This is an optimization exercise on Yosys and OpenROAD, whose aim is small area, a short achievable clock period and few clock cycles, not a production implementation.
Power figures rest on the tool's default switching activity, not on a simulated workload.

Setup of the previous run:
==> flow/design.v <==
module divider
	# (parameter SIZE = 32)
   (input clk,
	input start,
	input reset,
	input [SIZE - 1:0] divisor, dividend,
	output reg error, done,
	output [SIZE - 1:0] quotient, remainder
	);
localparam [1:0] IDLE = 2'd0, NORM = 2'd1, ITER = 2'd2;
reg [1:0] state;
reg [SIZE-1:0] r, q, d;
reg [4:0] cnt;
reg [4:0] lz_d, lz_r;     
function [4:0] lzc;      
	input [SIZE-1:0] x;
	integer i;
	begin
		lzc = 5'd0;
		for (i = 0; i < SIZE; i = i + 1)
			if (x[i]) lzc = SIZE - 1 - i;
	end
endfunction
function [SIZE-1:0] smear;
	input [SIZE-1:0] x;
	integer i;
	begin
		smear = x;
		for (i = 1; i < SIZE; i = i * 2)
			smear = smear | (smear >> i);
	end
endfunction
wire [4:0] n = lz_d - lz_r;    
wire       dvsr_zero = (divisor == 0);
wire       q_zero = dvsr_zero | (lzc(divisor) < lzc(dividend)) | (dividend == 0);
function [SIZE:0] sub_ks;      
	input [SIZE-1:0] a, b;
	reg [SIZE:0] g, p;
	integer k, s;
	begin
		g = {a & ~b, 1'b1};        
		p = {~(a ^ b), 1'b0};
		for (s = 1; s <= SIZE; s = s * 2)
			for (k = SIZE; k >= s; k = k - 1) begin
				g[k] = g[k] | (p[k] & g[k-s]);
				p[k] = p[k] & p[k-s];
			end
		sub_ks = {g[SIZE], ~(a ^ b) ^ g[SIZE-1:0]};
	end
endfunction
wire [SIZE:0] sres = sub_ks(r, d);
wire [SIZE-1:0] diff = sres[SIZE-1:0];
wire          ge = sres[SIZE];
assign quotient  = q;
assign remainder = r;
always @(posedge clk) begin
	if (reset) begin
		state <= IDLE;
		done  <= 1'b0;
		error <= 1'b0;
	end else begin
		done  <= 1'b0;
		error <= 1'b0;
		case (state)
			IDLE:
				if (start) begin
					done  <= q_zero;
					error <= dvsr_zero;
					if (!q_zero) state <= NORM;
				end
			NORM:
				state <= ITER;
			ITER:
				if (cnt == 0) begin
					state <= IDLE;
					done  <= 1'b1;
				end
			default:
				state <= IDLE;
		endcase
	end
end
wire idle = (state == IDLE);
wire take = ge & (state == ITER);
always @(posedge clk)
	r <= ({SIZE{idle}} & dividend) | ({SIZE{take}} & diff) | ({SIZE{~idle & ~take}} & r);
always @(posedge clk) begin
	lz_d <= lzc(divisor);
	lz_r <= lzc(dividend);
end
always @(posedge clk)
	q <= idle ? {SIZE{1'b0}} : {q[SIZE-2:0], take};
always @(posedge clk) begin
	case (state)
		IDLE: d <= divisor;
		NORM: d <= d << n;
		default: d <= d >> 1;
	endcase
	cnt <= (state == NORM) ? n : cnt - 1'b1;
end
endmodule
export LEC_CHECK = 0
export CAP_MARGIN = 20
export CORE_MARGIN = 2
export CORE_UTILIZATION = 40
export CTS_BUF_LIST = sky130_fd_sc_hd__clkbuf_8
export PLACE_DENSITY = 0.6
export SETUP_SLACK_MARGIN = 2.0
export SLEW_MARGIN = 20
export TNS_END_PERCENT = 0
create_clock -name core_clock -period 4.0 [get_ports {clk}]
standard.sh (not shown) runs the stock make flow with config.mk's settings and CLKGATE_MAP_FILE= SYNTH_SCRIPT=/design/flow/synth_recipe.tcl, a recipe that flattens the netlist after the stock synthesis.
==> flow/flow/run.sh <==
#!/bin/bash
set -euo pipefail
export BUFFER_PORTS_ARGS="-buffer_cell sky130_fd_sc_hd__buf_1"
export CTS_ARGS="-sink_clustering_enable -repair_clock_nets -buf_list sky130_fd_sc_hd__clkbuf_8 -dont_use_dummy_load"
bash standard.sh > standard.log 2>&1
## Diff of input files: the current run against the previous run
--- a/flow/design.v
+++ b/flow/design.v
@@ -32,7 +32,7 @@
 endfunction
 wire [4:0] n = lz_d - lz_r;    
 wire       dvsr_zero = (divisor == 0);
-wire       q_zero = dvsr_zero | (lzc(divisor) < lzc(dividend)) | (dividend == 0);
+wire       q_zero = dvsr_zero | (|(divisor & ~smear(dividend)));
 function [SIZE:0] sub_ks;      
 	input [SIZE-1:0] a, b;
 	reg [SIZE:0] g, p;
@@ -41,10 +41,11 @@
 		g = {a & ~b, 1'b1};        
 		p = {~(a ^ b), 1'b0};
 		for (s = 1; s <= SIZE; s = s * 2)
-			for (k = SIZE; k >= s; k = k - 1) begin
-				g[k] = g[k] | (p[k] & g[k-s]);
-				p[k] = p[k] & p[k-s];
-			end
+			for (k = 0; k <= SIZE; k = k + 1)
+				if ((k / s) % 2 == 1) begin
+					g[k] = g[k] | (p[k] & g[(k / s) * s - 1]);
+					p[k] = p[k] & p[(k / s) * s - 1];
+				end
 		sub_ks = {g[SIZE], ~(a ^ b) ^ g[SIZE-1:0]};
 	end
 endfunction
[summary]
Summary — total power after layout, the current run relative to the previous run: lower, by 99 uW. Between the current run and the previous run, the clock skew does not differ in any meaningful way. Horizontal extent of the die delta (the previous run -> the current run): insignificant. The current run — time the worst path needs with I/O delays and setup 190 ps higher, the previous run as reference. Taking the previous run as the reference, in the current run number of standard-cell rows in the floorplan about even; sequential share of cell area fell 0.40 points. The overall die area of the previous run and that of the current run are within noise of each other. The post-layout instance count excluding filler cells on the current run is in line with that on the previous run. Relative to the previous run, first-pass GRT wire length increased by 7.7% in the current run. Comparing the current run with the previous run, the area of the mapped netlist came out essentially unchanged. Global routing usage summed across all routing layers: the current run vs the previous run up 2.0 points. Cell area | the current run vs the previous run | the current run larger. A end of the critical path of r[22]$_DFF_P_ is what the current run shows, while r[12]$_DFF_P_ belongs to the previous run.
Function was not checked in any run of this note: the RTL went through the layout flow alone.


divider, a different RTL version from the one above (not shown whole).
Size: roughly 1000 cells after synthesis, about 120 flip-flops, ~0.0081 mm² of cells after synthesis.
## divider
module divider
	# (parameter SIZE = 32)
   (input clk,
	input start,
	input reset,
	input [SIZE - 1:0] divisor, dividend,
	output reg error, done,
	output [SIZE - 1:0] quotient, remainder
	);
==> module divider, before the edit <==
module divider
	# (parameter SIZE = 32)
   (input clk,
	input start,
	input reset,
	input [SIZE - 1:0] divisor, dividend,
	output reg error, done,
	output [SIZE - 1:0] quotient, remainder
	);
localparam [1:0] IDLE = 2'd0, NORM = 2'd1, ITER = 2'd2;
reg [1:0] state;
reg [SIZE-1:0] r, q;
reg [SIZE-1:0] dn;        
reg [4:0] cnt;
reg [4:0] lz_d, lz_r;     
function [4:0] lzc;      
	input [SIZE-1:0] x;
	integer i;
	begin
		lzc = 5'd0;
		for (i = 0; i < SIZE; i = i + 1)
			if (x[i]) lzc = SIZE - 1 - i;
	end
endfunction
function [SIZE-1:0] smear;
	input [SIZE-1:0] x;
	integer i;
	begin
		smear = x;
		for (i = 1; i < SIZE; i = i * 2)
			smear = smear | (smear >> i);
	end
endfunction
wire [4:0] n = lz_d - lz_r;    
wire       dvsr_zero = (divisor == 0);
wire       q_zero = dvsr_zero | (|(divisor & ~smear(dividend)));
function [SIZE:0] sub_ks;      
	input [SIZE-1:0] a, bn;
	reg [SIZE:0] g, p;
	integer k, s;
	begin
		g = {a & bn, 1'b1};        
		p = {a ^ bn, 1'b0};
		for (s = 1; s <= SIZE; s = s * 2)
			for (k = SIZE; k >= s; k = k - 1) begin
				g[k] = g[k] | (p[k] & g[k-s]);
				p[k] = p[k] & p[k-s];
			end
		sub_ks = {g[SIZE], a ^ bn ^ g[SIZE-1:0]};
	end
endfunction
wire [SIZE:0] sres = sub_ks(r, dn);
wire [SIZE-1:0] diff = sres[SIZE-1:0];
wire          ge = sres[SIZE];
assign quotient  = q;
assign remainder = r;
always @(posedge clk) begin
	if (reset) begin
		state <= IDLE;
		done  <= 1'b0;
		error <= 1'b0;
	end else begin
		done  <= 1'b0;
		error <= 1'b0;
		case (state)
			IDLE:
				if (start) begin
					done  <= q_zero;
					error <= dvsr_zero;
					if (!q_zero) state <= NORM;
				end
			NORM:
				state <= ITER;
			ITER:
				if (cnt == 0) begin
					state <= IDLE;
					done  <= 1'b1;
				end
			default:
				state <= IDLE;
		endcase
	end
end
wire idle = (state == IDLE);
wire take = ge & (state == ITER);
always @(posedge clk)
	r <= ({SIZE{idle}} & dividend) | ({SIZE{take}} & diff) | ({SIZE{~idle & ~take}} & r);
always @(posedge clk) begin
	lz_d <= lzc(divisor);
	lz_r <= lzc(dividend);
end
always @(posedge clk)
	q <= idle ? {SIZE{1'b0}} : {q[SIZE-2:0], take};
always @(posedge clk) begin
	case (state)
		IDLE: dn <= ~divisor;
		NORM: dn <= ~(~dn << n);
		default: dn <= {1'b1, dn[SIZE-1:1]};
	endcase
	cnt <= (state == NORM) ? n : cnt - 1'b1;
end
endmodule
clock: 4.0 ns
lec_check: 0
cap_margin: 20
core_margin: 2
core_utilization: 40
cts_buf_list: sky130_fd_sc_hd__clkbuf_8
place_density: 0.6
setup_slack_margin: 2.0
slew_margin: 20
tns_end_percent: 0
Scripts as last shown in full above: flow/flow/run.sh
Change:
--- a/flow/design.v
+++ b/flow/design.v
@@ -7,12 +7,11 @@
 	output reg error, done,
 	output [SIZE - 1:0] quotient, remainder
 	);
 localparam [1:0] IDLE = 2'd0, NORM = 2'd1, ITER = 2'd2;
 reg [1:0] state;
-reg [SIZE-1:0] r, q;
-reg [SIZE-1:0] dn;        
+reg [SIZE-1:0] r, q, d;
 reg [4:0] cnt;
 reg [4:0] lz_d, lz_r;     
 function [4:0] lzc;      
 	input [SIZE-1:0] x;
 	integer i;
@@ -32,26 +31,37 @@
 	end
 endfunction
 wire [4:0] n = lz_d - lz_r;    
 wire       dvsr_zero = (divisor == 0);
 wire       q_zero = dvsr_zero | (|(divisor & ~smear(dividend)));
-function [SIZE:0] sub_ks;      
-	input [SIZE-1:0] a, bn;
+function [SIZE:0] sub_pp;      
+	input [SIZE-1:0] a, b;
 	reg [SIZE:0] g, p;
 	integer k, s;
 	begin
-		g = {a & bn, 1'b1};        
-		p = {a ^ bn, 1'b0};
-		for (s = 1; s <= SIZE; s = s * 2)
-			for (k = SIZE; k >= s; k = k - 1) begin
-				g[k] = g[k] | (p[k] & g[k-s]);
-				p[k] = p[k] & p[k-s];
+		g = {a & ~b, 1'b1};        
+		p = {~(a ^ b), 1'b0};
+		for (k = SIZE; k >= 1; k = k - 1)
+			if (k % 2 == 1) begin
+				g[k] = g[k] | (p[k] & g[k-1]);
+				p[k] = p[k] & p[k-1];
 			end
-		sub_ks = {g[SIZE], a ^ bn ^ g[SIZE-1:0]};
+		for (s = 2; s <= SIZE; s = s * 2)
+			for (k = SIZE; k >= s; k = k - 1)
+				if (k % 2 == 1) begin
+					g[k] = g[k] | (p[k] & g[k-s]);
+					p[k] = p[k] & p[k-s];
+				end
+		for (k = SIZE; k >= 2; k = k - 1)
+			if (k % 2 == 0) begin
+				g[k] = g[k] | (p[k] & g[k-1]);
+				p[k] = p[k] & p[k-1];
+			end
+		sub_pp = {g[SIZE], ~(a ^ b) ^ g[SIZE-1:0]};
 	end
 endfunction
-wire [SIZE:0] sres = sub_ks(r, dn);
+wire [SIZE:0] sres = sub_pp(r, d);
 wire [SIZE-1:0] diff = sres[SIZE-1:0];
 wire          ge = sres[SIZE];
 assign quotient  = q;
 assign remainder = r;
 always @(posedge clk) begin
@@ -91,12 +101,12 @@
 end
 always @(posedge clk)
 	q <= idle ? {SIZE{1'b0}} : {q[SIZE-2:0], take};
 always @(posedge clk) begin
 	case (state)
-		IDLE: dn <= ~divisor;
-		NORM: dn <= ~(~dn << n);
-		default: dn <= {1'b1, dn[SIZE-1:1]};
+		IDLE: d <= divisor;
+		NORM: d <= d << n;
+		default: d <= d >> 1;
 	endcase
 	cnt <= (state == NORM) ? n : cnt - 1'b1;
 end
 endmodule
Global-route usage fell by 1.7 points.
Core utilization goes up by 0.84 points.
Count of clock-buffer cells in the layout stays the same.
Routed wire length decreases by 13%.
Clock power shrinks by 2.8%.
Critical path depth increases by 5.
Cell area decreases by 4.7%.
Combinational power is lower by 22%.
Setup slack degrades by 470 ps.
No functional check of the RTL was part of any run of this note.

## separate check: timing with driven ports
The flow's constraints put no driver on any port. The routed layouts listed below were extracted and timed again, unchanged, in two steps. Step 1 (the two cells are an assumption about what drives the block):
set clk [get_ports {clk}]
set_driving_cell -lib_cell sky130_fd_sc_hd__clkbuf_16 $clk
set_driving_cell -lib_cell sky130_fd_sc_hd__buf_2 [delete_from_list [all_inputs] $clk]
Step 2 moves the port delays by t, midway between the first and last clock arrival at a register: inputs arrive t later, outputs are due t later. That takes back most of the time a late clock gives input paths. a / b / c = ideal / step 1 / step 2; a / b = the first two.
| run | shift t [ns] | setup WS [ns] | latest minus earliest clock arrival (ns) | worst register clock-pin slew, ns |
|---|---|---|---|---|
| the previous run | 0.468 | 0.789 / 0.786 / 0.319 | 0.027 / 0.027 | 0.08 / 0.08 |
| the current run | 0.469 | 0.597 / 0.597 / 0.597 | 0.027 / 0.028 | 0.08 / 0.08 |
| the first run of note 2 | 0.478 | 1.028 / 1.028 / 0.956 | 0.043 / 0.042 | 0.09 / 0.09 |
| the second run of note 2 | 0.481 | 0.557 / 0.557 / 0.557 | 0.032 / 0.032 | 0.08 / 0.08 |
After both steps setup and hold are still met in every run listed. For the previous run, which loses most, drivers alone change the setup slack by -0.003 ns; drivers and shift together by -0.470 ns.
